Source: an optimization exercise on an open RTL-to-GDS flow (aim: small area). Production flows keep margins and buffers that such runs may drop.
At most, simulation tests tie the RTL to the original design; equivalence was not proved.
Only the layout flow was run in runs 1 to 3; the RTL was not checked for function there.
No activity file was given, so power comes from the tool's default toggle rates.

--- design/flow/standard.sh ---
#!/bin/bash
# synth_recipe.tcl (not shown) runs the flow's synth.tcl, then flattens the netlist and writes it again
# the make line also repeats each setting of config.mk as NAME=value (left out here)
make -C /OpenROAD-flow-scripts/flow DESIGN_CONFIG=/design/flow/config.mk WORK_HOME=/design/flow/orfs CLKGATE_MAP_FILE= SYNTH_SCRIPT=/design/flow/synth_recipe.tcl "${@:-finish}"
--- design/flow/flow/equiv.ys ---
# Prove the re-mapped netlist equal to the standard one (same flip-flops).
read_liberty -ignore_miss_func @LIB@
read_verilog std.v
rename @TOP@ gold
read_verilog resynth.v
rename @TOP@ gate
flatten gold gate
hierarchy -check
async2sync
opt_clean
equiv_make gold gate equiv
hierarchy -top equiv
equiv_simple -seq 1
equiv_induct
equiv_status -assert
--- design/flow/flow/run.sh ---
#!/bin/bash
# Layout flow: the standard synthesis, its combinational logic re-mapped for
# area by ABC (flip-flops untouched, result proven equal to the standard
# netlist, else the standard netlist is kept), then the standard layout with
# the smallest buffer on the ports.
set -uo pipefail
LIB=$FLOW_HOME/platforms/$FLOW_PLATFORM/lib/sky130_fd_sc_hd__tt_025C_1v80.lib
R=orfs/results/$FLOW_PLATFORM/trafic_light/base
bash standard.sh synth > 1_standard_synth.log 2>&1 || exit 1
cp $R/1_2_yosys.v std.v
sed "s#@LIB@#$LIB#g; s#@TOP@#$FLOW_TOP#g" flow/resynth.ys > resynth_run.ys
sed "s#@LIB@#$LIB#g; s#@TOP@#$FLOW_TOP#g" flow/equiv.ys > equiv_run.ys
if yosys -s resynth_run.ys > 2_resynth.log 2>&1 && yosys -s equiv_run.ys > 3_equiv.log 2>&1; then
  cp resynth.v $R/1_2_yosys.v
  touch $R/1_2_yosys.v
  echo "resynthesized netlist used" > resynth_status.log
else
  echo "standard netlist kept" > resynth_status.log
fi
bash standard.sh BUFFER_PORTS_ARGS="-buffer_cell sky130_fd_sc_hd__buf_1" finish > 4_standard_finish.log 2>&1
--- design/flow/constraint.sdc ---
create_clock -name core_clock -period 10.0 [get_ports {clk}]
set_input_delay 2.0000 -clock core_clock [delete_from_list [all_inputs] [get_ports {clk}]]
set_output_delay 2.0000 -clock core_clock [all_outputs]
set_load 0.01 [all_outputs]
--- design/flow/flow/resynth.ys ---
# Re-map the combinational logic of the standard synthesis netlist for area.
# The flip-flops are kept as they are (same instances, names and cells).
read_liberty -ignore_miss_func @LIB@
blackbox sky130_fd_sc_hd__df*
read_verilog std.v
hierarchy -top @TOP@
flatten
opt_clean -purge
abc -script flow/abc_area.script -liberty @LIB@ -dont_use sky130_fd_sc_hd__lpflow_bleeder_1 -dont_use sky130_fd_sc_hd__lpflow_clkbufkapwr_1 -dont_use sky130_fd_sc_hd__lpflow_clkbufkapwr_16 -dont_use sky130_fd_sc_hd__lpflow_clkbufkapwr_2 -dont_use sky130_fd_sc_hd__lpflow_clkbufkapwr_4 -dont_use sky130_fd_sc_hd__lpflow_clkbufkapwr_8 -dont_use sky130_fd_sc_hd__lpflow_clkinvkapwr_1 -dont_use sky130_fd_sc_hd__lpflow_clkinvkapwr_16 -dont_use sky130_fd_sc_hd__lpflow_clkinvkapwr_2 -dont_use sky130_fd_sc_hd__lpflow_clkinvkapwr_4 -dont_use sky130_fd_sc_hd__lpflow_clkinvkapwr_8 -dont_use sky130_fd_sc_hd__lpflow_decapkapwr_12 -dont_use sky130_fd_sc_hd__lpflow_decapkapwr_3 -dont_use sky130_fd_sc_hd__lpflow_decapkapwr_4 -dont_use sky130_fd_sc_hd__lpflow_decapkapwr_6 -dont_use sky130_fd_sc_hd__lpflow_decapkapwr_8 -dont_use sky130_fd_sc_hd__lpflow_inputiso0n_1 -dont_use sky130_fd_sc_hd__lpflow_inputiso0p_1 -dont_use sky130_fd_sc_hd__lpflow_inputiso1n_1 -dont_use sky130_fd_sc_hd__lpflow_inputiso1p_1 -dont_use sky130_fd_sc_hd__lpflow_inputisolatch_1 -dont_use sky130_fd_sc_hd__lpflow_isobufsrc_1 -dont_use sky130_fd_sc_hd__lpflow_isobufsrc_16 -dont_use sky130_fd_sc_hd__lpflow_isobufsrc_2 -dont_use sky130_fd_sc_hd__lpflow_isobufsrc_4 -dont_use sky130_fd_sc_hd__lpflow_isobufsrc_8 -dont_use sky130_fd_sc_hd__lpflow_isobufsrckapwr_16 -dont_use sky130_fd_sc_hd__lpflow_lsbuf_lh_hl_isowell_tap_1 -dont_use sky130_fd_sc_hd__lpflow_lsbuf_lh_hl_isowell_tap_2 -dont_use sky130_fd_sc_hd__lpflow_lsbuf_lh_hl_isowell_tap_4 -dont_use sky130_fd_sc_hd__lpflow_lsbuf_lh_isowell_4 -dont_use sky130_fd_sc_hd__lpflow_lsbuf_lh_isowell_tap_1 -dont_use sky130_fd_sc_hd__lpflow_lsbuf_lh_isowell_tap_2 -dont_use sky130_fd_sc_hd__lpflow_lsbuf_lh_isowell_tap_4 -dont_use sky130_fd_sc_hd__probe -dont_use sky130_fd_sc_hd__probe_p_8 -dont_use sky130_fd_sc_hd__probec_p_8 
opt_clean -purge
insbuf -buf sky130_fd_sc_hd__buf_1 A X
hilomap -singleton -hicell sky130_fd_sc_hd__conb_1 HI -locell sky130_fd_sc_hd__conb_1 LO
splitnets
opt_clean -purge
hierarchy -top @TOP@
read_liberty -lib -ignore_redef @LIB@
check -assert
tee -o resynth_stat.log stat -liberty @LIB@
write_verilog -noattr -nohex -nodec resynth.v
--- design/flow/config.mk ---
export PLATFORM = sky130hd
export DESIGN_NAME = trafic_light
export DESIGN_NICKNAME = trafic_light
export VERILOG_FILES = /design/flow/design.v
export SDC_FILE = /design/flow/constraint.sdc
export NUM_CORES = 4
export LEC_CHECK = 0
export CAP_MARGIN = 20
export CORE_MARGIN = 2
export CORE_UTILIZATION = 40
export CTS_BUF_LIST = sky130_fd_sc_hd__clkbuf_8
export SLEW_MARGIN = 20
--- design/flow/design.v ---
module oneshot_universal(clk, rst, btn, btn_trig);
parameter WIDTH = 1;
input clk, rst;
input [WIDTH-1:0] btn;
reg [WIDTH-1:0] btn_reg, btn_reg2;
output reg [WIDTH-1:0] btn_trig;
always @(negedge rst or posedge clk) begin
    if(!rst) begin
        btn_reg <= {WIDTH{1'b0}};
        btn_reg2 <= {WIDTH{1'b0}};
        btn_trig <= {WIDTH{1'b0}};
    end
    else begin
        btn_reg <= btn;
        btn_reg2 <= btn_reg;
        btn_trig <= btn_reg & ~btn_reg2;
    end
end
endmodule
module clock(rst, clk, time_spd, add_hour_t, hour1, hour0, min1, min0, sec1, sec0, d_or_n, d_or_n_d);
input rst, clk;
input add_hour_t;        
input [1:0] time_spd;
output reg [1:0] hour1;
output reg [3:0] hour0, min0, sec0;
output reg [2:0] min1, sec1;
output d_or_n;           
output reg d_or_n_d;     
reg [9:0] i;         
reg started;         
reg st2mo_t;         
reg c_m0, mo2mt_t;   
reg c_m1, mt2ho_t;   
reg c_h9, ho2ht_t;   
reg c_h23, ht2d_t;   
reg wrap;
always @(*) begin
    case(time_spd)
        2'b00: wrap = (i >= 1000);
        2'b01: wrap = (i >= 100);
        2'b10: wrap = (i >= 10);
        default: wrap = (i >= 5);
    endcase
end
wire lowz = (i[9:3] == 0) & started;
wire k2 = lowz & (i[2:0] == 3'd2);
wire k4 = lowz & (i[2:0] == 3'd4);
wire k5 = lowz & (i[2:0] == 3'd5);
wire s0z = (sec0 == 0);
wire s1z = (sec1 == 0);
wire sec0_t = k2;                
wire sec1_t = k4 & s0z;          
wire hour_t = mt2ho_t | add_hour_t;
wire sec0_9 = sec0[3] & sec0[0];
wire sec1_5 = sec1[2] & sec1[0];
wire min0_9 = min0[3] & min0[0];
wire min1_5 = min1[2] & min1[0];
wire hour0_9 = hour0[3] & hour0[0];
wire hour_23 = hour1[1] & (hour0 == 4'd3);
assign d_or_n = ~(hour1[0] | hour0[3] | (hour1[1] & ~(hour0[1] & hour0[0])));
always @(negedge rst or posedge clk) begin
    if(!rst) begin
        i <= 0;
        started <= 0;
        st2mo_t <= 0;
        c_m0 <= 0; mo2mt_t <= 0;
        c_m1 <= 0; mt2ho_t <= 0;
        c_h9 <= 0; ho2ht_t <= 0;
        c_h23 <= 0; ht2d_t <= 0;
        sec0 <= 0; sec1 <= 0; min0 <= 0; min1 <= 0; hour0 <= 0; hour1 <= 0;
        d_or_n_d <= 1;
    end
    else begin
        if(wrap) begin
            i <= 0;
            started <= 1;
        end
        else i <= i + 1'b1;
        if(sec0_t) sec0 <= sec0_9 ? 4'd0 : sec0 + 1'b1;
        if(sec1_t) sec1 <= sec1_5 ? 3'd0 : sec1 + 1'b1;
        st2mo_t <= k5 & s0z & s1z;
        if(st2mo_t) min0 <= min0_9 ? 4'd0 : min0 + 1'b1;
        c_m0 <= st2mo_t & min0_9;
        mo2mt_t <= c_m0;
        if(mo2mt_t) min1 <= min1_5 ? 3'd0 : min1 + 1'b1;
        c_m1 <= mo2mt_t & min1_5;
        mt2ho_t <= c_m1;
        if(hour_t) hour0 <= (hour0_9 | hour_23) ? 4'd0 : hour0 + 1'b1;
        c_h9 <= hour_t & hour0_9;
        c_h23 <= hour_t & hour_23;
        ho2ht_t <= c_h9;
        ht2d_t <= c_h23;
        if(ht2d_t) hour1 <= 0;
        else if(ho2ht_t) hour1 <= hour1 + 1'b1;
        d_or_n_d <= d_or_n;
    end
end
endmodule
module LCD(rst, clk, hour1, hour0, min1, min0, sec1, sec0, d_or_n, t_state, LCD_RS, LCD_RW, LCD_DATA);
input rst, clk, d_or_n;
input [2:0] t_state;
input [1:0] hour1;
input [3:0] hour0, min0, sec0;
input [2:0] min1, sec1;
output reg LCD_RS, LCD_RW;
output reg [7:0] LCD_DATA;
parameter DELAY = 3'b000,
          FUNCTION_SET = 3'b001,
          ENTRY_MODE = 3'b010,
          DISP_ONOFF = 3'b011,
          LINE1 = 3'b100,
          LINE2 = 3'b101,
          DELAY_T = 3'b110,
          CLEAR_DISP = 3'b111;
reg [2:0] state;
reg [7:0] cnt;
reg [2:0] n_state;
reg [7:0] n_start;
always @(*) begin
    case(state)
        DELAY:        n_state = FUNCTION_SET;
        FUNCTION_SET: n_state = DISP_ONOFF;
        DISP_ONOFF:   n_state = ENTRY_MODE;
        ENTRY_MODE:   n_state = LINE1;
        LINE1:        n_state = LINE2;
        LINE2:        n_state = DELAY_T;
        DELAY_T:      n_state = CLEAR_DISP;
        default:      n_state = LINE1;
    endcase
    case(n_state)
        FUNCTION_SET, DISP_ONOFF, ENTRY_MODE: n_start = 8'd225;  
        LINE1, LINE2: n_start = 8'd235;                           
        DELAY_T:      n_start = 8'd55;                            
        default:      n_start = 8'd250;                           
    endcase
end
wire last = &cnt;
wire [4:0] k = cnt[4:0] - 5'd11;    
always @(posedge clk or negedge rst) begin
    if(!rst) begin
        state <= DELAY;
        cnt <= 8'd184;
    end
    else if(last) begin
        state <= n_state;
        cnt <= n_start;
    end
    else cnt <= cnt + 1'b1;
end
always @(*) begin
    {LCD_RS, LCD_RW, LCD_DATA} = 10'b1_1_0010_0000;
    case(state)
        DELAY: if(~cnt[6] && cnt[2:0] == 0) {LCD_RS, LCD_RW, LCD_DATA} = 10'b1_1_0000_0000;
        FUNCTION_SET: {LCD_RS, LCD_RW, LCD_DATA} = 10'b0_0_0011_1000;
        DISP_ONOFF:   {LCD_RS, LCD_RW, LCD_DATA} = 10'b0_0_0000_1100;
        ENTRY_MODE:   {LCD_RS, LCD_RW, LCD_DATA} = 10'b0_0_0000_0110;
        LINE1: begin
            {LCD_RS, LCD_RW} = 2'b10;
            case(k)
                0:  {LCD_RS, LCD_RW, LCD_DATA} = 10'b0_0_1000_0000;
                1:  LCD_DATA = 8'b0101_0100;  
                2:  LCD_DATA = 8'b0110_1001;  
                3:  LCD_DATA = 8'b0110_1101;  
                4:  LCD_DATA = 8'b0110_0101;  
                6:  LCD_DATA = 8'b0011_1010;  
                8:  LCD_DATA = {6'b0011_00, hour1};
                9:  LCD_DATA = {4'b0011, hour0};
                10: LCD_DATA = 8'b0011_1010;  
                11: LCD_DATA = {5'b0011_0, min1};
                12: LCD_DATA = {4'b0011, min0};
                13: LCD_DATA = 8'b0011_1010;  
                14: LCD_DATA = {5'b0011_0, sec1};
                15: LCD_DATA = {4'b0011, sec0};
                default: LCD_DATA = 8'b0010_0000;
            endcase
        end
        LINE2: begin
            {LCD_RS, LCD_RW} = 2'b10;
            case(k)
                0:  {LCD_RS, LCD_RW, LCD_DATA} = 10'b0_0_1100_0000;
                1:  LCD_DATA = 8'b0101_0011;  
                2:  LCD_DATA = 8'b0111_0100;  
                3:  LCD_DATA = 8'b0110_0001;  
                4:  LCD_DATA = 8'b0111_0100;  
                5:  LCD_DATA = 8'b0110_0101;  
                7:  LCD_DATA = 8'b0011_1010;  
                9:  LCD_DATA = {4'b0100, t_state == 3'd7, t_state + 3'd1};  
                10: LCD_DATA = 8'b0010_1000;  
                11: LCD_DATA = d_or_n ? 8'b0100_1110 : 8'b0100_0100;  
                12: LCD_DATA = d_or_n ? 8'b0110_1001 : 8'b0110_0001;  
                13: LCD_DATA = d_or_n ? 8'b0110_0111 : 8'b0111_1001;  
                14: LCD_DATA = d_or_n ? 8'b0110_1000 : 8'b0010_1001;  
                15: LCD_DATA = d_or_n ? 8'b0111_0100 : 8'b0010_0000;  
                16: LCD_DATA = d_or_n ? 8'b0010_1001 : 8'b0010_0000;  
                default: LCD_DATA = 8'b0010_0000;
            endcase
        end
        DELAY_T:    {LCD_RS, LCD_RW, LCD_DATA} = 10'b0_0_0000_0010;
        CLEAR_DISP: {LCD_RS, LCD_RW, LCD_DATA} = 10'b0_0_0000_0001;
    endcase
end
endmodule
module trafic_light(rst, clk, time_spd, add_hour, emgc_btn, LCD_RS, LCD_RW, LCD_DATA, N_C, W_C, S_C, E_C, Walk);
input rst, clk;
input add_hour, emgc_btn;
input [1:0] time_spd;
output LCD_RS, LCD_RW;
output wire [7:0] LCD_DATA;
output reg [3:0] N_C, W_C, S_C, E_C;  
output reg [7:0] Walk;  
parameter A = 3'd0, B = 3'd1, C = 3'd2, D = 3'd3,
          E = 3'd4, F = 3'd5, G = 3'd6, H = 3'd7;
wire d_or_n_now, d_or_n;
wire add_hour_t, emgc_btn_t;
wire [1:0] hour1;
wire [3:0] hour0, min0, sec0;
wire [2:0] min1, sec1;
reg ea;
reg [2:0] st;
reg pflag;           
reg night;           
reg emgc;
reg [4:0] hi;        
reg [8:0] lo;
reg [9:0] emgc_cnt;
oneshot_universal #(.WIDTH(2)) u1(clk, rst, {add_hour, emgc_btn}, {add_hour_t, emgc_btn_t});
clock c1(rst, clk, time_spd, add_hour_t, hour1, hour0, min1, min0, sec1, sec0, d_or_n_now, d_or_n);
LCD l1(rst, clk, hour1, hour0, min1, min0, sec1, sec0, d_or_n, ea ? A : st, LCD_RS, LCD_RW, LCD_DATA);
wire frozen = ~ea & (night ? (st == D || st == F || st == G) : (st == B || st == C || st == H));
wire lo_end = (lo == 9'd499);
wire ec_end = (emgc_cnt == 10'd1000);
wire t_end = ea ? (hi == 5'd30) : night ? (hi == 5'd20) : (hi == 5'd10);
reg [2:0] nxt;
always @(*) begin
    if(night) begin
        case(st)
            A: nxt = ~d_or_n ? A : pflag ? C : E;
            E: nxt = ~d_or_n ? A : H;
            H: nxt = ~d_or_n ? A : B;
            default: nxt = A;        
        endcase
    end
    else begin
        if(d_or_n) nxt = B;
        else case(st)
            A: nxt = D;
            D: nxt = F;
            E: nxt = pflag ? G : A;
            default: nxt = E;        
        endcase
    end
end
always @(posedge clk or negedge rst) begin
    if(!rst) begin
        ea <= 0;
        st <= B;
        pflag <= 0;
        night <= 1;
        emgc <= 0;
        hi <= 5'd31;
        lo <= 9'd499;
        emgc_cnt <= 0;
    end
    else if(emgc_btn_t) emgc <= ~emgc;
    else if(ea) begin
        if(t_end) begin
            ea <= 0;
            if(~d_or_n) st <= A;
            pflag <= (st == B || st == F);
            night <= d_or_n;
            emgc <= 0;
            hi <= 0; lo <= 0;
        end
        else begin
            lo <= lo_end ? 9'd0 : lo + 1'b1;
            hi <= hi + lo_end;
        end
    end
    else if(~frozen) begin
        if(t_end | (emgc & ec_end)) begin
            if(emgc) begin
                ea <= 1;
                emgc_cnt <= 0;
            end
            else st <= nxt;
            pflag <= (st == B || st == F);
            night <= d_or_n;
            hi <= 0; lo <= 0;
        end
        else begin
            lo <= lo_end ? 9'd0 : lo + 1'b1;
            hi <= hi + lo_end;
            if(emgc) emgc_cnt <= emgc_cnt + 1'b1;
        end
    end
end
reg ly, lf;
always @(*) begin
    ly = 0; lf = 0;
    if(ea | frozen) begin
        if(frozen | hi >= 29) begin ly = 1; lf = 1; end
        else if(hi == 28) ly = 1;
        else if(hi >= 15) lf = hi[0];
    end
    else if(emgc) ly = 1;
    else if(night) begin
        if(st == H) ly = (hi >= 17);
        else if(hi >= 19) ly = 1;
        else if(hi == 18) begin ly = 1; lf = 1; end
        else if(hi >= 10) lf = ~hi[0];
    end
    else begin
        if(st == D) ly = (hi >= 7);
        else if(hi >= 9) begin ly = 1; lf = 1; end
        else if(hi == 8) ly = 1;
        else if(hi >= 5) lf = hi[0];
    end
end
wire [2:0] lp = (ea | frozen) ? A : st;
reg [15:0] veh;
reg [7:0] walk;
always @(*) begin
    case(lp)
        A: begin veh = 16'b0100_0001_0100_0001; walk = 8'b10_01_10_01; end
        B: begin veh = 16'b1100_0001_0001_0001; walk = 8'b10_10_10_01; end
        C: begin veh = 16'b0001_0001_1100_0001; walk = 8'b10_01_10_10; end
        D: begin veh = 16'b1000_0001_1000_0001; walk = 8'b10_10_10_10; end
        E: begin veh = 16'b0001_0100_0001_0100; walk = 8'b01_10_01_10; end
        F: begin veh = 16'b0001_1100_0001_0001; walk = 8'b01_10_10_10; end
        G: begin veh = 16'b0001_0001_0001_1100; walk = 8'b10_10_01_10; end
        default: begin veh = 16'b0001_1000_0001_1000; walk = 8'b10_10_10_10; end
    endcase
    if(&hi) {N_C, W_C, S_C, E_C, Walk} = 24'hffffff;    
    else begin
        {N_C, W_C, S_C, E_C} = ly ? 16'b0010_0010_0010_0010 : veh;
        Walk = lf ? (walk & 8'b10_10_10_10) : walk;
    end
end
endmodule
--- design/flow/flow/abc_area.script ---
strash
&get -n
&deepsyn -T 30
&put
dch -f
amap
==> out/results.txt, run 1 <==
IO Pins -> 40
Leakage -> 1.99 nW
DP Area -> 0.00480 sq mm
CP arrival -> 3540 ps
clk sinks -> 89
setup ws final -> 4460 ps
fin cells -> 737
Worst R2R Setup Slack -> 5700 ps
layout cell share with drive strength beyond 1 -> 0.0620
Clock Latency Late Sink -> 380 ps
Power Total -> 0.000929 W
Worst Hold Class -> flop to flop
initial antenna violation count -> 0
Syn Nets -> 549
hpwl dp -> 8150 microns
# nets final -> 598
H-tree depth -> 3
family with the most delay on the worst path -> simple AND/OR/NAND/NOR gates
Max VDD drop -> 0.121 mV
Via Count -> 4049
vias in the first global route -> 3753
setup bufs post-CTS -> 0
Layout area overhead -> 11.9%
Setup TNS -> 0 ps
# hold bufs at CTS -> 0
diode count -> 0
WL final -> 10800 microns
Iter 0 DRT Violations -> 375
CTS buffer count -> 9
Core Box Area -> 0.0109 sq mm
Final setup viols -> 0
total grt overflow -> 0
most frequent cells in the layout -> nor2_1 (131), clkinv_1 (71), dfrtp_1 (70)
biggest regs -> c1.i (10), emgc_cnt (10), lo (9)
Highest Clock Rate -> 0.181 GHz
final antenna-violating net count -> 0
DRC -> 0
Crit. End Element -> output pin
WS Path Type -> flop to output pin
Slew @ Worst Pin -> 711 ps
placed cells -> 721
Resized Gates After CTS -> 0
largest net degree at the start of global routing -> 57
first-pass GRT wire length -> 18300 microns
required time of the worst setup path -> 8000 ps
fin. max-slew vios -> 0
RSZ-0062 raised after global routing -> false
crit-path max cell delay -> 580 ps
DP Worst Slack -> 4890 ps
clock buffer depth -> 2
Setup Skew -> 5.13 ps
Avg Inst Size Synth -> 8.24 sq um
status -> finished clean
vias per cell -> 5.49
most numerous cell on the critical path -> clkinv_1
Ys Warns -> 4
cell area after layout -> 0.00501 sq mm
min cycle time layout -> 5540 ps
GRT Overall Usage -> 0.198
most common cell after layout, fill and taps aside -> nor2_1
Worst Path Max Fanout -> 6
pwr dens -> 186 mW/mm^2
port bufs -> 39
Hold Vio Cnt, Final -> 0
Cells after Synth -> 543
Worst-path clk slew -> 90 ps
Starting Density -> 0.411
die width -> 110 microns
Max-slew headroom -> 0.526
WP buf/inv -> 4
WL/cell -> 14.7 microns
worst-path cell with the longest stage delay -> dfstp_2
die area -> 0.0120 sq mm
std cell rows -> 38
crit path cell chain -> clkinv_1 -> nor2_1 -> clkinv_1 -> o211ai_1 -> a21oi_1 -> o21ai_0 -> clkinv_1 -> nor3_1 -> a22oi_1 -> nor2b_1 -> nor2_1 -> buf_1
post-route clock period utilization -> 0.554
Max-cap violations -> 0
CTS tree -> done
Worst setup SP type -> flop
Die Ht -> 110 microns
Placer Congestion -> 0.955
root buf cell -> clkbuf_8
First-pass DRT Iterations -> 5
area of the mapped netlist -> 0.00447 sq mm
[layer usage]
metal,share of wire,track usage
met3,0.055,0.0545
met2,0.45,0.282
met1,0.47,0.281
met4,0.025,0.0877
met5,0,0
[path summary, 6_finish.rpt]
check / startpoint / to / cells after the start
worst max-delay path: st[0] / E_C[0] / 12
worst min-delay path: c1.c_h23 / c1.ht2d_t / 0
worst max register to register: st[0] / emgc_cnt[9] / 18
worst min register to register: c1.c_h23 / c1.ht2d_t / 0
max in group asynchronous: rst / c1.i[5] / 2
min in group asynchronous: rst / u1.btn_reg[0] / 1
[metrics by stage]
step | utilization | hold slack, ps
final | 0.460 | 354
after global routing | 0.460 | 370
after CTS | 0.460 | 365
after detailed placement | 0.441 | 338
after global placement | 0.441 | 331
after floorplan | - | 331
[cell type report]
cell class | count | area (sq um)
well taps | 140 | 175
inverters | 71 | 267
repair buffers | 41 | 165
clock buffers | 9 | 124
multi-input cells | 380 | 1940
clock inverters | 7 | 80.1
fillers | 1078 | 5880
flip-flops and latches | 89 | 2250
[power by group]
group	total, W	switching [W]	internal (W)	leakage (nW)
logic	0.000176	0.000103	0.0000733	0.789
registers	0.000495	0.0000566	0.000438	1.10
clock network	0.000258	0.000140	0.000118	0.101
total	0.000929	0.000300	0.000630	1.99
==> run 2, diff against run 1 <==
--- a/design/flow/flow/run.sh
+++ b/design/flow/flow/run.sh
@@ -17,4 +17,4 @@
 else
   echo "standard netlist kept" > resynth_status.log
 fi
-bash standard.sh BUFFER_PORTS_ARGS="-buffer_cell sky130_fd_sc_hd__buf_1" finish > 4_standard_finish.log 2>&1
+bash standard.sh BUFFER_PORTS_ARGS="-buffer_cell sky130_fd_sc_hd__buf_1" CTS_ARGS="-sink_clustering_enable -repair_clock_nets -dont_use_dummy_load -buf_list sky130_fd_sc_hd__clkbuf_8" finish > 4_standard_finish.log 2>&1
==> out/results.txt, run 2 <==
layout cell share with drive strength beyond 1 -> 0.0525
status -> finished clean
Highest Clock Rate -> 0.183 GHz
Worst Hold Path EP -> c1.ht2d_t
Syn Nets -> 549
area of the mapped netlist -> 0.00447 sq mm
Max-cap violations -> 0
Starting Density -> 0.411
Final setup viols -> 0
CTS tree -> done
RSZ-0062 raised after global routing -> false
diode count -> 0
crit path cell chain -> clkinv_1 -> nor2_1 -> clkinv_1 -> o211ai_1 -> a21oi_1 -> o21ai_0 -> clkinv_1 -> nor3_1 -> a22oi_1 -> nor2b_1 -> nor2_1 -> buf_1
WL final -> 10700 microns
setup ws final -> 4530 ps
Hold Startpoint -> c1.c_h23
clk sinks -> 89
Ys Warns -> 4
cells on worst reg2reg path -> 18
required time of the worst setup path -> 8000 ps
GRT Overall Usage -> 0.197
min cycle time layout -> 5470 ps
clock share of power -> 0.225
# hold bufs at CTS -> 0
Iter 0 DRT Violations -> 352
Resized Gates After CTS -> 0
most common cell after layout, fill and taps aside -> nor2_1
fin. max-slew vios -> 0
DP Worst Slack -> 4890 ps
Cells on Worst Hold Path -> 0
Worst Hold Class -> flop to flop
Comb power frac -> 0.204
Crit. End Element -> output pin
Placer Congestion -> 0.955
Layout area overhead -> 10.1%
Worst R2R Setup Slack -> 5770 ps
port bufs -> 39
family with the most delay on the worst path -> simple AND/OR/NAND/NOR gates
WS Path Type -> flop to output pin
r2r startpoint -> st[0]
IO Pins -> 40
reg2reg end -> emgc_cnt[9]
H-tree depth -> 3
Via Count -> 4044
Power Total -> 0.000865 W
vias in the first global route -> 3740
internal power -> 0.000592 W
Sw Pwr -> 0.000273 W
Avg Inst Size Synth -> 8.24 sq um
total grt overflow -> 0
biggest regs -> c1.i (10), emgc_cnt (10), lo (9)
Hold Vio Cnt, Final -> 0
Reg power frac -> 0.572
most numerous cell on the critical path -> clkinv_1
Leakage -> 1.95 nW
Worst setup SP type -> flop
Core Box Area -> 0.0109 sq mm
vias per cell -> 5.54
WL/cell -> 14.7 microns
# nets final -> 598
stages on the worst setup path -> 12
Die Ht -> 110 microns
CTS buffer count -> 9
die area -> 0.0120 sq mm
std cell rows -> 38
Max VDD drop -> 0.116 mV
Switching Share -> 0.316
First-pass DRT Iterations -> 5
most frequent cells in the layout -> nor2_1 (131), clkinv_1 (71), dfrtp_1 (70)
pwr dens -> 176 mW/mm^2
post-route clock period utilization -> 0.547
Clock Latency Late Sink -> 370 ps
Setup TNS -> 0 ps
die width -> 110 microns
largest net degree at the start of global routing -> 57
CP arrival -> 3470 ps
setup bufs post-CTS -> 0
Cells after Synth -> 543
Worst Path Max Fanout -> 6
WP buf/inv -> 4
Slew @ Worst Pin -> 713 ps
crit-path max cell delay -> 570 ps
final antenna-violating net count -> 0
first-pass GRT wire length -> 18200 microns
root buf cell -> clkbuf_8
Setup Skew -> 23.3 ps
Worst-path clk slew -> 90 ps
initial antenna violation count -> 0
DRC -> 0
hpwl dp -> 8150 microns
worst-path cell with the longest stage delay -> dfstp_2
Max-slew headroom -> 0.519
clock buffer depth -> 2
[run 2: cell type report]
type	instances	area [sq um]
fillers	1087	5960
well taps	140	175
flip-flops and latches	89	2250
multi-input cells	380	1940
clock buffers	9	124
inverters	71	267
repair buffers	41	165
[run 2: stage by stage]
stage	util	std cells	instance area [sq um]	hold WS [ps]
floorplan	-	543	4470	331
global placement	0.441	721	4800	331
detailed placement	0.441	721	4800	338
CTS	0.452	730	4930	366
global route	0.452	730	4930	372
finish	0.452	730	4930	360
[run 2: power groups by stage]
stage / Sequential (W) / Combinational (W) / Clock, W
2_1_floorplan: 0.000485 / 0.000139 / 0
3_5_place_dp: 0.000502 / 0.000179 / 0
6_report: 0.000495 / 0.000176 / 0.000195
5_1_grt: 0.000506 / 0.000206 / 0.000220
4_1_cts: 0.000495 / 0.000179 / 0.000204
3_3_place_gp: 0.000500 / 0.000172 / 0
[run 2: worst max-delay path by stage]
stage | start | endpoint
global route | st[0] | S_C[2]
floorplan | st[0] | E_C[0]
global placement | st[0] | E_C[2]
detailed placement | st[0] | E_C[0]
finish | st[0] | E_C[0]
CTS | st[0] | E_C[0]
[run 2: per-layer routing]
metal	GRT usage	vias to the layer above	part of all wire
li1	-	1986	-
met2	0.283	122	0.45
met4	0.0841	0	0.025
met5	0	-	0
met1	0.279	1917	0.47
met3	0.0545	19	0.056
==> run 3, diff against run 2 <==
--- a/design/flow/flow/run.sh
+++ b/design/flow/flow/run.sh
@@ -17,4 +17,4 @@
 else
   echo "standard netlist kept" > resynth_status.log
 fi
-bash standard.sh BUFFER_PORTS_ARGS="-buffer_cell sky130_fd_sc_hd__buf_1" CTS_ARGS="-sink_clustering_enable -repair_clock_nets -dont_use_dummy_load -buf_list sky130_fd_sc_hd__clkbuf_8" finish > 4_standard_finish.log 2>&1
+bash standard.sh BUFFER_PORTS_ARGS="-buffer_cell sky130_fd_sc_hd__buf_1" CTS_ARGS="-sink_clustering_enable -repair_clock_nets -dont_use_dummy_load -buf_list sky130_fd_sc_hd__clkbuf_8 -sink_clustering_size 30 -sink_clustering_max_diameter 150" finish > 4_standard_finish.log 2>&1
==> out/results.txt, run 3 <==
status -> finished clean
Cells after Synth -> 543
Hold Startpoint -> c1.c_h23
Core Box Area -> 0.0109 sq mm
Worst Path Max Fanout -> 6
Max-cap violations -> 0
fin. max-slew vios -> 0
final antenna-violating net count -> 0
vias per cell -> 5.54
post-route clock period utilization -> 0.547
Max VDD drop -> 0.116 mV
Worst setup SP type -> flop
Resized Gates After CTS -> 0
Die Ht -> 110 microns
vias in the first global route -> 3740
Via Count -> 4044
# nets final -> 598
Syn Nets -> 549
H-tree depth -> 3
First-pass DRT Iterations -> 5
Layout area overhead -> 10.1%
die area -> 0.0120 sq mm
DRC -> 0
fin cells -> 730
most common cell after layout, fill and taps aside -> nor2_1
r2r startpoint -> st[0]
CTS tree -> done
biggest regs -> c1.i (10), emgc_cnt (10), lo (9)
Placer Congestion -> 0.955
WS Path Type -> flop to output pin
clock buffer depth -> 2
placed cells -> 721
Iter 0 DRT Violations -> 352
Leakage -> 1.95 nW
setup ws final -> 4530 ps
port bufs -> 39
area of the mapped netlist -> 0.00447 sq mm
Final setup viols -> 0
fillers -> 1087
root buf cell -> clkbuf_8
# hold bufs at CTS -> 0
Highest Clock Rate -> 0.183 GHz
most frequent cells in the layout -> nor2_1 (131), clkinv_1 (71), dfrtp_1 (70)
WL final -> 10700 microns
Ys Warns -> 4
Crit. End Element -> output pin
Worst Hold Class -> flop to flop
Slew @ Worst Pin -> 713 ps
largest net degree at the start of global routing -> 57
Starting Density -> 0.411
first-pass GRT wire length -> 18200 microns
clk sinks -> 89
DP Worst Slack -> 4890 ps
CP arrival -> 3470 ps
Worst-path clk slew -> 90 ps
initial antenna violation count -> 0
IO Pins -> 40
GRT Overall Usage -> 0.197
Avg Inst Size Synth -> 8.24 sq um
Max-slew headroom -> 0.519
layout cell share with drive strength beyond 1 -> 0.0525
die width -> 110 microns
setup bufs post-CTS -> 0
min cycle time layout -> 5470 ps
diode count -> 0
Core Util, Final -> 0.452
pwr dens -> 176 mW/mm^2
CTS buffer count -> 9
total grt overflow -> 0
std cell rows -> 38
Setup Skew -> 23.3 ps
WL/cell -> 14.7 microns
hpwl dp -> 8150 microns
required time of the worst setup path -> 8000 ps
Clock Latency Late Sink -> 370 ps
worst setup path startpoint -> st[0]
Hold Vio Cnt, Final -> 0
RSZ-0062 raised after global routing -> false
Setup TNS -> 0 ps
[run 3: metal layers]
| layer | track usage | vias up | share of wire |
|---|---|---|---|
| met5 | 0 | - | 0 |
| met2 | 0.283 | 122 | 0.45 |
| li1 | - | 1986 | - |
| met1 | 0.279 | 1917 | 0.47 |
| met4 | 0.0841 | 0 | 0.025 |
| met3 | 0.0545 | 19 | 0.056 |
[run 3: worst paths after layout]
kind                                     to  slack, ps  depth (start not counted)
worst max-delay path                 E_C[0]       4530                         12
worst min-delay path              c1.ht2d_t        360                          0
worst max register to register  emgc_cnt[9]       5770                         18
worst min register to register    c1.ht2d_t        360                          0
max in group asynchronous             st[1]       7320                          2
min in group asynchronous             lo[3]       1600                          1
[run 3: layout make-up]
class / instances / area, sq um / area share
Timing Repair Buffer: 41 / 165 / 0.0335
Clock buffer: 9 / 124 / 0.0251
Multi-Input combinational cell: 380 / 1940 / 0.395
Tap cell: 140 / 175 / 0.0356
Inverter: 71 / 267 / 0.0541
Sequential cell: 89 / 2250 / 0.457
[run 3: worst max-delay path: stages (launching register included)]
cell,delay (ps)
dfstp_2,570
clkinv_1,140
nor2_1,240
clkinv_1,120
o211ai_1,240
a21oi_1,100
o21ai_0,210
clkinv_1,170
nor3_1,470
a22oi_1,270
nor2b_1,260
nor2_1,150
buf_1,160
[run 3: report_power, final]
| part | switching, W | total, W | internal [W] |
|---|---|---|---|
| clock network | 0.000114 | 0.000195 | 0.0000806 |
| logic | 0.000103 | 0.000176 | 0.0000732 |
| registers | 0.0000564 | 0.000495 | 0.000438 |
[run 3: stage by stage]
stage | instance area (sq um) | power (W) | hold WS [ps]
after floorplan | 4470 | 0.000624 | 331
after global placement | 4800 | 0.000671 | 331
after detailed placement | 4800 | 0.000681 | 338
after CTS | 4930 | 0.000879 | 366
after global routing | 4930 | 0.000932 | 372
final | 4930 | 0.000865 | 360
==> run 4, diff against run 3 <==
--- a/design/flow/design.v
+++ b/design/flow/design.v
@@ -104,57 +104,44 @@
 input [2:0] min1, sec1;
 output reg LCD_RS, LCD_RW;
 output reg [7:0] LCD_DATA;
-parameter DELAY = 3'b000,
-          FUNCTION_SET = 3'b001,
-          ENTRY_MODE = 3'b010,
-          DISP_ONOFF = 3'b011,
-          LINE1 = 3'b100,
-          LINE2 = 3'b101,
-          DELAY_T = 3'b110,
-          CLEAR_DISP = 3'b111;
-reg [2:0] state;
-reg [7:0] cnt;
-reg [2:0] n_state;
-reg [7:0] n_start;
+parameter P_FS = 4'd3, P_DO = 4'd4, P_EM = 4'd5, P_L1 = 4'd6, P_L2 = 4'd7,
+          P_DT = 4'd14, P_CD = 4'd15;
+reg [3:0] ph;
+reg [4:0] c;
+wire last = &c;
+wire [3:0] n_ph = (ph == P_CD) ? P_L1 : ph + 1'b1;
+reg [4:0] n_start;
 always @(*) begin
-    case(state)
-        DELAY:        n_state = FUNCTION_SET;
-        FUNCTION_SET: n_state = DISP_ONOFF;
-        DISP_ONOFF:   n_state = ENTRY_MODE;
-        ENTRY_MODE:   n_state = LINE1;
-        LINE1:        n_state = LINE2;
-        LINE2:        n_state = DELAY_T;
-        DELAY_T:      n_state = CLEAR_DISP;
-        default:      n_state = LINE1;
-    endcase
-    case(n_state)
-        FUNCTION_SET, DISP_ONOFF, ENTRY_MODE: n_start = 8'd225;  
-        LINE1, LINE2: n_start = 8'd235;                           
-        DELAY_T:      n_start = 8'd55;                            
-        default:      n_start = 8'd250;                           
+    case(n_ph)
+        4'd1, 4'd8, 4'd9, 4'd10, 4'd11, 4'd12, 4'd13: n_start = 5'd0;
+        4'd2: n_start = 5'd16;
+        P_FS, P_DO, P_EM: n_start = 5'd1;
+        P_L1, P_L2: n_start = 5'd11;
+        P_DT: n_start = 5'd23;
+        default: n_start = 5'd26;   
     endcase
 end
-wire last = &cnt;
-wire [4:0] k = cnt[4:0] - 5'd11;    
 always @(posedge clk or negedge rst) begin
     if(!rst) begin
-        state <= DELAY;
-        cnt <= 8'd184;
+        ph <= 4'd0;
+        c <= 5'd8;
     end
     else if(last) begin
-        state <= n_state;
-        cnt <= n_start;
+        ph <= n_ph;
+        c <= n_start;
     end
-    else cnt <= cnt + 1'b1;
+    else c <= c + 1'b1;
 end
+wire [4:0] k = c - 5'd11;    
 always @(*) begin
     {LCD_RS, LCD_RW, LCD_DATA} = 10'b1_1_0010_0000;
-    case(state)
-        DELAY: if(~cnt[6] && cnt[2:0] == 0) {LCD_RS, LCD_RW, LCD_DATA} = 10'b1_1_0000_0000;
-        FUNCTION_SET: {LCD_RS, LCD_RW, LCD_DATA} = 10'b0_0_0011_1000;
-        DISP_ONOFF:   {LCD_RS, LCD_RW, LCD_DATA} = 10'b0_0_0000_1100;
-        ENTRY_MODE:   {LCD_RS, LCD_RW, LCD_DATA} = 10'b0_0_0000_0110;
-        LINE1: begin
+    case(ph)
+        4'd0: if(c == 5'd8) {LCD_RS, LCD_RW, LCD_DATA} = 10'b1_1_0000_0000;
+        4'd1, 4'd2: ;
+        P_FS: {LCD_RS, LCD_RW, LCD_DATA} = 10'b0_0_0011_1000;
+        P_DO: {LCD_RS, LCD_RW, LCD_DATA} = 10'b0_0_0000_1100;
+        P_EM: {LCD_RS, LCD_RW, LCD_DATA} = 10'b0_0_0000_0110;
+        P_L1: begin
             {LCD_RS, LCD_RW} = 2'b10;
             case(k)
                 0:  {LCD_RS, LCD_RW, LCD_DATA} = 10'b0_0_1000_0000;
@@ -174,7 +161,7 @@
                 default: LCD_DATA = 8'b0010_0000;
             endcase
         end
-        LINE2: begin
+        P_L2: begin
             {LCD_RS, LCD_RW} = 2'b10;
             case(k)
                 0:  {LCD_RS, LCD_RW, LCD_DATA} = 10'b0_0_1100_0000;
@@ -195,8 +182,8 @@
                 default: LCD_DATA = 8'b0010_0000;
             endcase
         end
-        DELAY_T:    {LCD_RS, LCD_RW, LCD_DATA} = 10'b0_0_0000_0010;
-        CLEAR_DISP: {LCD_RS, LCD_RW, LCD_DATA} = 10'b0_0_0000_0001;
+        P_CD:    {LCD_RS, LCD_RW, LCD_DATA} = 10'b0_0_0000_0001;
+        default: {LCD_RS, LCD_RW, LCD_DATA} = 10'b0_0_0000_0010;   
     endcase
 end
 endmodule
--- a/design/flow/flow/run.sh
+++ b/design/flow/flow/run.sh
@@ -17,4 +17,4 @@
 else
   echo "standard netlist kept" > resynth_status.log
 fi
-bash standard.sh BUFFER_PORTS_ARGS="-buffer_cell sky130_fd_sc_hd__buf_1" CTS_ARGS="-sink_clustering_enable -repair_clock_nets -dont_use_dummy_load -buf_list sky130_fd_sc_hd__clkbuf_8 -sink_clustering_size 30 -sink_clustering_max_diameter 150" finish > 4_standard_finish.log 2>&1
+bash standard.sh BUFFER_PORTS_ARGS="-buffer_cell sky130_fd_sc_hd__buf_1" CTS_ARGS="-sink_clustering_enable -repair_clock_nets -dont_use_dummy_load -buf_list sky130_fd_sc_hd__clkbuf_8" finish > 4_standard_finish.log 2>&1
==> out/results.txt, run 4 <==
diode count -> 0
most frequent cells in the layout -> nor2_1 (152), dfrtp_1 (71), clkinv_1 (66)
Die Ht -> 110 microns
Core Box Area -> 0.0109 sq mm
Final setup viols -> 0
layout cell share with drive strength beyond 1 -> 0.0458
WS Path Type -> flop to output pin
Layout area overhead -> 10.1%
vias per cell -> 5.48
final antenna-violating net count -> 0
clock buffer depth -> 2
min cycle time layout -> 5670 ps
DRC -> 0
hold_ws -> 330 ps
Cells after Synth -> 565
Via Count -> 4119
fillers -> 1111
Worst-path clk slew -> 90 ps
WL final -> 10600 microns
placed cells -> 743
vias in the first global route -> 3868
die area -> 0.0120 sq mm
port bufs -> 39
initial antenna violation count -> 0
required time of the worst setup path -> 8000 ps
largest net degree at the start of global routing -> 75
RSZ-0062 raised after global routing -> false
std cell rows -> 38
Syn Nets -> 571
IO Pins -> 40
root buf cell -> clkbuf_8
H-tree depth -> 3
Clock Latency Late Sink -> 360 ps
Ys Warns -> 4
GRT Overall Usage -> 0.194
# hold bufs at CTS -> 0
Max-slew headroom -> 0.388
area of the mapped netlist -> 0.00447 sq mm
post-route clock period utilization -> 0.567
# nets final -> 620
biggest regs -> c1.i (10), emgc_cnt (10), lo (9)
First-pass DRT Iterations -> 5
setup bufs post-CTS -> 0
Avg Inst Size Synth -> 7.91 sq um
total grt overflow -> 0
Max-cap violations -> 0
fin cells -> 752
setup ws final -> 4330 ps
CP arrival -> 3670 ps
Slew @ Worst Pin -> 918 ps
Setup Skew -> 21.3 ps
Resized Gates After CTS -> 0
first-pass GRT wire length -> 18300 microns
Worst Path Max Fanout -> 10
DP Worst Slack -> 4830 ps
CTS buffer count -> 9
die width -> 110 microns
Max VDD drop -> 0.127 mV
Setup TNS -> 0 ps
WL/cell -> 14.1 microns
Crit. End Element -> output pin
Starting Density -> 0.410
Worst setup SP type -> flop
Highest Clock Rate -> 0.176 GHz
Worst Hold Class -> flop to flop
Hold Vio Cnt, Final -> 0
CTS tree -> done
Placer Congestion -> 0.953
clk sinks -> 87
Leakage -> 1.98 nW
most common cell after layout, fill and taps aside -> nor2_1
Iter 0 DRT Violations -> 337
fin. max-slew vios -> 0
hpwl dp -> 7920 microns
status -> finished clean
pwr dens -> 176 mW/mm^2
-- run 4: metrics by stage --
step / util / instance area (sq um) / power, W
global placement: 0.440 / 4790 / 0.000670
finish: 0.452 / 4920 / 0.000865
global route: 0.452 / 4920 / 0.000938
CTS: 0.452 / 4920 / 0.000879
detailed placement: 0.441 / 4800 / 0.000681
floorplan: - / 4470 / 0.000621
-- run 4: final cells by class --
cell class / count / area [sq um] / share of cell area
multi-input combinational: 409 / 2010 / 0.409
inverter: 66 / 248 / 0.0503
clock buffer: 9 / 124 / 0.0252
tap: 140 / 175 / 0.0356
sequential: 87 / 2200 / 0.446
timing repair buffer: 41 / 165 / 0.0336
-- run 4: worst max-delay path, stage by stage (launching register included) --
cell and delay [ps]:
dfrtp_1 520, clkinv_1 290, nor2_1 440, clkinv_1 220, o32ai_1 260, nor3_1 100, o311ai_0 470, clkinv_1 160
a21oi_1 150, o21ai_0 110, a211o_1 250, a31o_1 220, buf_1 120
-- run 4: where the power goes --
part | internal (W) | switching [W]
Sequential | 0.000430 | 0.0000607
Combinational | 0.0000734 | 0.000110
Clock | 0.0000806 | 0.000110
-- run 4: final timing paths --
check,start,end,slack (ps),cells after the start
worst max-delay path,l1.c[0],LCD_DATA[4],4330,12
worst min-delay path,c1.c_m0,c1.mo2mt_t,330,0
worst max register to register,night,hi[4],6480,15
worst min register to register,c1.c_m0,c1.mo2mt_t,330,0
max in group asynchronous,rst,l1.ph[3],7320,2
min in group asynchronous,rst,lo[2],1500,1
-- run 4: per-layer routing --
metal / vias to the layer above / GRT usage / share of wire
li1: 2039 / - / -
met1: 1940 / 0.259 / 0.46
met2: 123 / 0.305 / 0.47
met3: 17 / 0.0492 / 0.054
met4: 0 / 0.0769 / 0.016
met5: - / 0 / 0
==> run 5, diff against run 4 <==
==> design/flow/flow/run.sh (replaced) <==
#!/bin/bash
# Layout flow: the standard synthesis, its combinational logic re-mapped for
# area by ABC (flip-flops untouched; a few ABC scripts are tried, each result
# is proven equal to the standard netlist, and the smallest proven one is
# used, else the standard netlist is kept), then the standard layout with the
# smallest buffer on the ports and a clock tree without dummy loads.
set -uo pipefail
LIB=$FLOW_HOME/platforms/$FLOW_PLATFORM/lib/sky130_fd_sc_hd__tt_025C_1v80.lib
R=orfs/results/$FLOW_PLATFORM/trafic_light/base
bash standard.sh synth > 1_standard_synth.log 2>&1 || exit 1
cp $R/1_2_yosys.v std.v
for n in 1 2 3; do
  (
    mkdir -p rs$n
    sed "s#@LIB@#$LIB#g; s#@TOP@#$FLOW_TOP#g; s#@SCRIPT@#flow/abc_$n.script#g; s#@DIR@#rs$n#g" flow/resynth.ys > rs$n/resynth.ys
    sed "s#@LIB@#$LIB#g; s#@TOP@#$FLOW_TOP#g; s#@DIR@#rs$n#g" flow/equiv.ys > rs$n/equiv.ys
    timeout 900 yosys -s rs$n/resynth.ys > 2_resynth_$n.log 2>&1 &&
      timeout 900 yosys -s rs$n/equiv.ys > 3_equiv_$n.log 2>&1 &&
      grep "Chip area" rs$n/resynth_stat.log | awk '{print $NF}' > rs$n/ok
  ) &
done
wait
best=""; bestarea=""
for n in 1 2 3; do
  if [[ -s rs$n/ok ]]; then
    a=$(cat rs$n/ok)
    if [[ -z "$best" ]] || awk "BEGIN{exit !($a < $bestarea)}"; then best=$n; bestarea=$a; fi
  fi
done
if [[ -n "$best" ]]; then
  cp rs$best/resynth.v $R/1_2_yosys.v
  touch $R/1_2_yosys.v
  echo "resynthesized netlist $best used, area $bestarea" > resynth_status.log
else
  echo "standard netlist kept" > resynth_status.log
fi
bash standard.sh BUFFER_PORTS_ARGS="-buffer_cell sky130_fd_sc_hd__buf_1" \
  CTS_ARGS="-sink_clustering_enable -repair_clock_nets -dont_use_dummy_load -buf_list sky130_fd_sc_hd__clkbuf_8" \
  finish > 4_standard_finish.log 2>&1
==> design/flow/flow/abc_1.script (new file) <==
strash
&get -n
&deepsyn -T 30
&put
dch -f
amap
==> design/flow/flow/abc_2.script (new file) <==
strash
&get -n
&deepsyn -T 30 -S 7
&put
strash
dch -f
map -a
strash
dch -f
amap
==> design/flow/flow/abc_3.script (new file) <==
strash
&get -n
&dc2
&dch -f
&if -a -K 6
&mfs
&put
strash
dch -f
amap
--- a/design/flow/flow/equiv.ys
+++ b/design/flow/flow/equiv.ys
@@ -2,7 +2,7 @@
 read_liberty -ignore_miss_func @LIB@
 read_verilog std.v
 rename @TOP@ gold
-read_verilog resynth.v
+read_verilog @DIR@/resynth.v
 rename @TOP@ gate
 flatten gold gate
 hierarchy -check
==> design/flow/flow/resynth.ys (replaced) <==
# Re-map the combinational logic of the standard synthesis netlist for area.
# The flip-flops are kept as they are (same instances, names and cells).
read_liberty -ignore_miss_func @LIB@
blackbox sky130_fd_sc_hd__df*
read_verilog std.v
hierarchy -top @TOP@
flatten
opt_clean -purge
abc -script @SCRIPT@ -liberty @LIB@ -dont_use sky130_fd_sc_hd__lpflow_bleeder_1 -dont_use sky130_fd_sc_hd__lpflow_clkbufkapwr_1 -dont_use sky130_fd_sc_hd__lpflow_clkbufkapwr_16 -dont_use sky130_fd_sc_hd__lpflow_clkbufkapwr_2 -dont_use sky130_fd_sc_hd__lpflow_clkbufkapwr_4 -dont_use sky130_fd_sc_hd__lpflow_clkbufkapwr_8 -dont_use sky130_fd_sc_hd__lpflow_clkinvkapwr_1 -dont_use sky130_fd_sc_hd__lpflow_clkinvkapwr_16 -dont_use sky130_fd_sc_hd__lpflow_clkinvkapwr_2 -dont_use sky130_fd_sc_hd__lpflow_clkinvkapwr_4 -dont_use sky130_fd_sc_hd__lpflow_clkinvkapwr_8 -dont_use sky130_fd_sc_hd__lpflow_decapkapwr_12 -dont_use sky130_fd_sc_hd__lpflow_decapkapwr_3 -dont_use sky130_fd_sc_hd__lpflow_decapkapwr_4 -dont_use sky130_fd_sc_hd__lpflow_decapkapwr_6 -dont_use sky130_fd_sc_hd__lpflow_decapkapwr_8 -dont_use sky130_fd_sc_hd__lpflow_inputiso0n_1 -dont_use sky130_fd_sc_hd__lpflow_inputiso0p_1 -dont_use sky130_fd_sc_hd__lpflow_inputiso1n_1 -dont_use sky130_fd_sc_hd__lpflow_inputiso1p_1 -dont_use sky130_fd_sc_hd__lpflow_inputisolatch_1 -dont_use sky130_fd_sc_hd__lpflow_isobufsrc_1 -dont_use sky130_fd_sc_hd__lpflow_isobufsrc_16 -dont_use sky130_fd_sc_hd__lpflow_isobufsrc_2 -dont_use sky130_fd_sc_hd__lpflow_isobufsrc_4 -dont_use sky130_fd_sc_hd__lpflow_isobufsrc_8 -dont_use sky130_fd_sc_hd__lpflow_isobufsrckapwr_16 -dont_use sky130_fd_sc_hd__lpflow_lsbuf_lh_hl_isowell_tap_1 -dont_use sky130_fd_sc_hd__lpflow_lsbuf_lh_hl_isowell_tap_2 -dont_use sky130_fd_sc_hd__lpflow_lsbuf_lh_hl_isowell_tap_4 -dont_use sky130_fd_sc_hd__lpflow_lsbuf_lh_isowell_4 -dont_use sky130_fd_sc_hd__lpflow_lsbuf_lh_isowell_tap_1 -dont_use sky130_fd_sc_hd__lpflow_lsbuf_lh_isowell_tap_2 -dont_use sky130_fd_sc_hd__lpflow_lsbuf_lh_isowell_tap_4 -dont_use sky130_fd_sc_hd__probe -dont_use sky130_fd_sc_hd__probe_p_8 -dont_use sky130_fd_sc_hd__probec_p_8 
opt_clean -purge
insbuf -buf sky130_fd_sc_hd__buf_1 A X
hilomap -singleton -hicell sky130_fd_sc_hd__conb_1 HI -locell sky130_fd_sc_hd__conb_1 LO
splitnets
opt_clean -purge
hierarchy -top @TOP@
read_liberty -lib -ignore_redef @LIB@
check -assert
tee -o @DIR@/resynth_stat.log stat -liberty @LIB@
write_verilog -noattr -nohex -nodec @DIR@/resynth.v
--- a/design/flow/config.mk
+++ b/design/flow/config.mk
@@ -7,6 +7,7 @@
 export LEC_CHECK = 0
 export CAP_MARGIN = 20
 export CORE_MARGIN = 2
-export CORE_UTILIZATION = 40
+export CORE_UTILIZATION = 70
 export CTS_BUF_LIST = sky130_fd_sc_hd__clkbuf_8
+export PLACE_DENSITY = 0.8
 export SLEW_MARGIN = 20
removed: design/flow/flow/abc_area.script
==> out/results.txt, run 5 <==
initial antenna violation count -> 0
Syn Nets -> 560
status -> finished clean
pwr dens -> 180 mW/mm^2
die width -> 83.8 microns
area of the mapped netlist -> 0.00446 sq mm
Power Total -> 0.000871 W
Final setup viols -> 0
vias per cell -> 6.24
biggest regs -> c1.i (10), emgc_cnt (10), lo (9)
Slew @ Worst Pin -> 866 ps
Worst-path clk slew -> 70 ps
placed cells -> 668
clk sinks -> 87
most frequent cells in the layout -> nor2_1 (137), clkinv_1 (77), dfrtp_1 (71)
port bufs -> 39
Highest Clock Rate -> 0.196 GHz
Core Box Area -> 0.00624 sq mm
diode count -> 0
most numerous cell on the critical path -> nor2_1
Setup Skew -> 18.4 ps
Hold Vio Cnt, Final -> 0
Placer Congestion -> 1.01
Cells after Synth -> 554
Crit. End Element -> output pin
# hold bufs at CTS -> 0
layout cell share with drive strength beyond 1 -> 0.0450
GRT Overall Usage -> 0.330
Cells on Worst Hold Path -> 0
WP buf/inv -> 3
Leakage -> 1.94 nW
family with the most delay on the worst path -> compound AO/OA/AOI/OAI gates
Via Count -> 4222
Max-slew headroom -> 0.423
setup ws final -> 4890 ps
post-route clock period utilization -> 0.511
first-pass GRT wire length -> 18700 microns
WS Path Type -> flop to output pin
IO Pins -> 40
fin. max-slew vios -> 0
DRC -> 0
Worst Path Max Fanout -> 6
root buf cell -> clkbuf_8
Clock Latency Late Sink -> 350 ps
clock buffer depth -> 2
Iter 0 DRT Violations -> 421
cells on worst reg2reg path -> 15
RSZ-0062 raised after global routing -> false
Setup TNS -> 0 ps
Layout area overhead -> 8.31%
CP arrival -> 3110 ps
H-tree depth -> 3
std cell rows -> 29
WL/cell -> 16.0 microns
CTS buffer count -> 9
most common cell after layout, fill and taps aside -> nor2_1
crit path cell chain -> clkinv_1 -> o22ai_1 -> o22ai_1 -> nor2_1 -> o211ai_1 -> a31oi_1 -> clkinv_1 -> o21ai_0 -> nor2_1 -> nor2_1 -> buf_1
setup bufs post-CTS -> 0
vias in the first global route -> 4090
Ys Warns -> 4
Worst setup SP type -> flop
final antenna-violating net count -> 0
die area -> 0.00702 sq mm
Worst Hold Class -> flop to flop
Resized Gates After CTS -> 0
Die Ht -> 83.8 microns
stages on the worst setup path -> 11
First-pass DRT Iterations -> 7
CTS tree -> done
# nets final -> 608
Avg Inst Size Synth -> 8.04 sq um
fin cells -> 677
DP Worst Slack -> 5350 ps
hpwl dp -> 7830 microns
WL final -> 10800 microns
Max VDD drop -> 0.169 mV
Max-cap violations -> 0
total grt overflow -> 0
min cycle time layout -> 5110 ps
required time of the worst setup path -> 8000 ps
worst-path cell with the longest stage delay -> dfstp_2
crit-path max cell delay -> 580 ps
Starting Density -> 0.714
largest net degree at the start of global routing -> 84
## run 5: power breakdown
group | total, W | internal (W) | leakage (nW) | switching [W]
clock | 0.000188 | 0.0000807 | 0.0647 | 0.000107
sequential | 0.000490 | 0.000433 | 1.07 | 0.0000574
combinational | 0.000193 | 0.0000736 | 0.797 | 0.000119
total | 0.000871 | 0.000587 | 1.94 | 0.000284
## run 5: routing by layer
metal,vias up,track usage,wire length [microns]
met2,190,0.527,5200
met5,-,0,0
met1,2002,0.466,4740
met3,27,0.0544,690
li1,2003,-,-
met4,0,0.114,193
## run 5: worst paths after layout
path                               from          end  slack, ps
worst max-delay path              night       E_C[0]       4890
worst min-delay path            c1.c_m0   c1.mo2mt_t        350
worst max register to register    night  emgc_cnt[9]       6330
worst min register to register  c1.c_m0   c1.mo2mt_t        350
max in group asynchronous           rst      l1.c[2]       7640
min in group asynchronous           rst      l1.c[0]       1480
## run 5: final cells by class
cell class              instances  area (sq um)
clock buffers                   9           124
multi-input cells             387          1960
fillers                       454          1410
inverters                      77           289
flip-flops and latches         87          2200
well taps                      77          96.3
repair buffers                 40           161
## run 5: through the flow
| stage | utilization | cell area (sq um) | hold slack [ps] |
|---|---|---|---|
| detailed placement | 0.753 | 4700 | 336 |
| floorplan | - | 4460 | 331 |
| global placement | 0.753 | 4700 | 332 |
| finish | 0.773 | 4830 | 349 |
| global route | 0.773 | 4830 | 358 |
| CTS | 0.773 | 4820 | 351 |
## run 5: worst register-to-register path: cells and delay by family, from the launching register on
family	cells	cell delay [ps]
buffers and inverters	3	580
flip-flops	1	580
AO/OA/AOI/OAI	3	720
AND/OR/NAND/NOR	9	1690
==> run 6, diff against run 5 <==
--- a/design/flow/config.mk
+++ b/design/flow/config.mk
@@ -7,7 +7,6 @@
 export LEC_CHECK = 0
 export CAP_MARGIN = 20
 export CORE_MARGIN = 2
-export CORE_UTILIZATION = 70
+export CORE_UTILIZATION = 40
 export CTS_BUF_LIST = sky130_fd_sc_hd__clkbuf_8
-export PLACE_DENSITY = 0.8
 export SLEW_MARGIN = 20
==> out/results.txt, run 6 <==
CTS buffer count -> 9
total grt overflow -> 0
GRT busiest layer -> met2
Syn Nets -> 560
fin. max-slew vios -> 0
setup bufs post-CTS -> 0
CTS tree -> done
Cells after Synth -> 554
CP arrival -> 3110 ps
most common cell after layout, fill and taps aside -> nor2_1
required time of the worst setup path -> 8000 ps
first-pass GRT wire length -> 17500 microns
WL/cell -> 14.3 microns
Iter 0 DRT Violations -> 254
Die Ht -> 110 microns
Highest Clock Rate -> 0.196 GHz
M3 GR Usage -> 0.0285
Via Count -> 4020
DP Worst Slack -> 5330 ps
Worst-path clk slew -> 90 ps
Resized Gates After CTS -> 0
vias per cell -> 5.43
Setup TNS -> 0 ps
largest net degree at the start of global routing -> 59
M2 GR Usage -> 0.286
post-route clock period utilization -> 0.511
root buf cell -> clkbuf_8
min cycle time layout -> 5110 ps
Placer Congestion -> 0.944
First-pass DRT Iterations -> 5
WL final -> 10600 microns
diode count -> 0
area of the mapped netlist -> 0.00446 sq mm
Setup Skew -> 22.7 ps
initial antenna violation count -> 0
GRT Overall Usage -> 0.186
# nets final -> 608
cell area after layout -> 0.00490 sq mm
clock buffer depth -> 2
Max VDD drop -> 0.0782 mV
IO Pins -> 40
Clock Latency Late Sink -> 360 ps
most frequent cells in the layout -> nor2_1 (137), clkinv_1 (77), dfrtp_1 (71)
Max-slew headroom -> 0.406
Worst Hold Class -> flop to flop
# hold bufs at CTS -> 0
std cell rows -> 38
Ys Warns -> 4
Core Box Area -> 0.0108 sq mm
Hold Vio Cnt, Final -> 0
GR Layer Usage met1 -> 0.264
die area -> 0.0120 sq mm
Slew @ Worst Pin -> 891 ps
WS Path Type -> flop to output pin
H-tree depth -> 3
pwr dens -> 177 mW/mm^2
RSZ-0062 raised after global routing -> false
Max-cap violations -> 0
DRC -> 0
Avg Inst Size Synth -> 8.04 sq um
clk sinks -> 87
Starting Density -> 0.411
placed cells -> 731
DP Area -> 0.00478 sq mm
Crit. End Element -> output pin
status -> finished clean
final antenna-violating net count -> 0
die width -> 110 microns
vias in the first global route -> 3712
Layout area overhead -> 9.99%
Worst setup SP type -> flop
Leakage -> 1.93 nW
biggest regs -> c1.i (10), emgc_cnt (10), lo (9)
hpwl dp -> 7980 microns
layout cell share with drive strength beyond 1 -> 0.0450
Worst Path Max Fanout -> 6
Final setup viols -> 0
port bufs -> 39
fin cells -> 740
setup ws final -> 4890 ps
## run 6: final timing paths
kind,from,end,slack (ps),cells past startpoint
setup / recovery,night,S_C[2],4890,11
hold / removal,c1.c_h23,c1.ht2d_t,350,0
setup reg to reg,night,emgc_cnt[9],6500,15
hold reg to reg,c1.c_h23,c1.ht2d_t,350,0
max in group asynchronous,rst,l1.c[2],7320,2
min in group asynchronous,rst,lo[2],1600,1
## run 6: worst max-delay path: stages, from the launching register on
cell,delay [ps]
dfstp_2,580
clkinv_1,180
o22ai_1,260
o22ai_1,170
nor2_1,340
o211ai_1,210
a31oi_1,240
clkinv_1,160
o21ai_0,140
nor2_1,150
nor2_1,160
buf_1,160
## run 6: cell type report
class	count	area [sq um]
Timing Repair Buffer	40	158
Tap cell	140	175
Clock buffer	9	124
Fill cell	1101	5940
Multi-Input combinational cell	387	1960
Sequential cell	87	2200
Inverter	77	289
## run 6: metal layers
layer | part of all wire | up-vias
li1 | - | 2018
met1 | 0.50 | 1868
met2 | 0.44 | 120
met3 | 0.051 | 14
met4 | 0.015 | 0
met5 | 0 | -
## run 6: per-stage QoR
stage	power [W]	hold slack, ps	utilization
global placement	0.000673	331	0.441
global route	0.000927	362	0.452
finish	0.000867	352	0.452
detailed placement	0.000684	335	0.441
floorplan	0.000626	331	-
CTS	0.000876	353	0.452
## run 6: power breakdown
group / leakage (nW) / switching (W) / internal (W)
registers: 1.07 / 0.0000547 / 0.000433
logic: 0.795 / 0.000114 / 0.0000735
clock network: 0.0647 / 0.000111 / 0.0000808

[re-timing with driven ports]
How much do the figures lean on ideal ports? The routed layouts below were timed once more, with nothing changed but the port constraints. Step 1: set_driving_cell puts a clkbuf_16 on clk and a buf_2 on each other input, an assumption about the parent block. Step 2 also shifts input and output timing later by t, the mid clock arrival at the registers, as if the neighbouring blocks saw the same clock. a / b / c = no drivers / after step 1 / after step 2; a / b = the first two.
run | t (ns) | setup WS [ns] | clock arrival spread, ns | pins driven straight from the clock port
run 1 | 0.416 | 4.464 / 4.427 / 4.844 | 0.007 / 0.007 | 1
run 2 | 0.398 | 4.526 / 4.492 / 4.890 | 0.028 / 0.028 | 1
run 3 | 0.398 | 4.526 / 4.492 / 4.890 | 0.028 / 0.028 | 1
run 4 | 0.389 | 4.326 / 4.291 / 4.679 | 0.022 / 0.021 | 1
run 5 | 0.373 | 4.888 / 4.856 / 5.229 | 0.025 / 0.025 | 1
run 6 | 0.377 | 4.893 / 4.861 / 5.237 | 0.023 / 0.023 | 1
After both steps setup and hold are still met in every run listed.
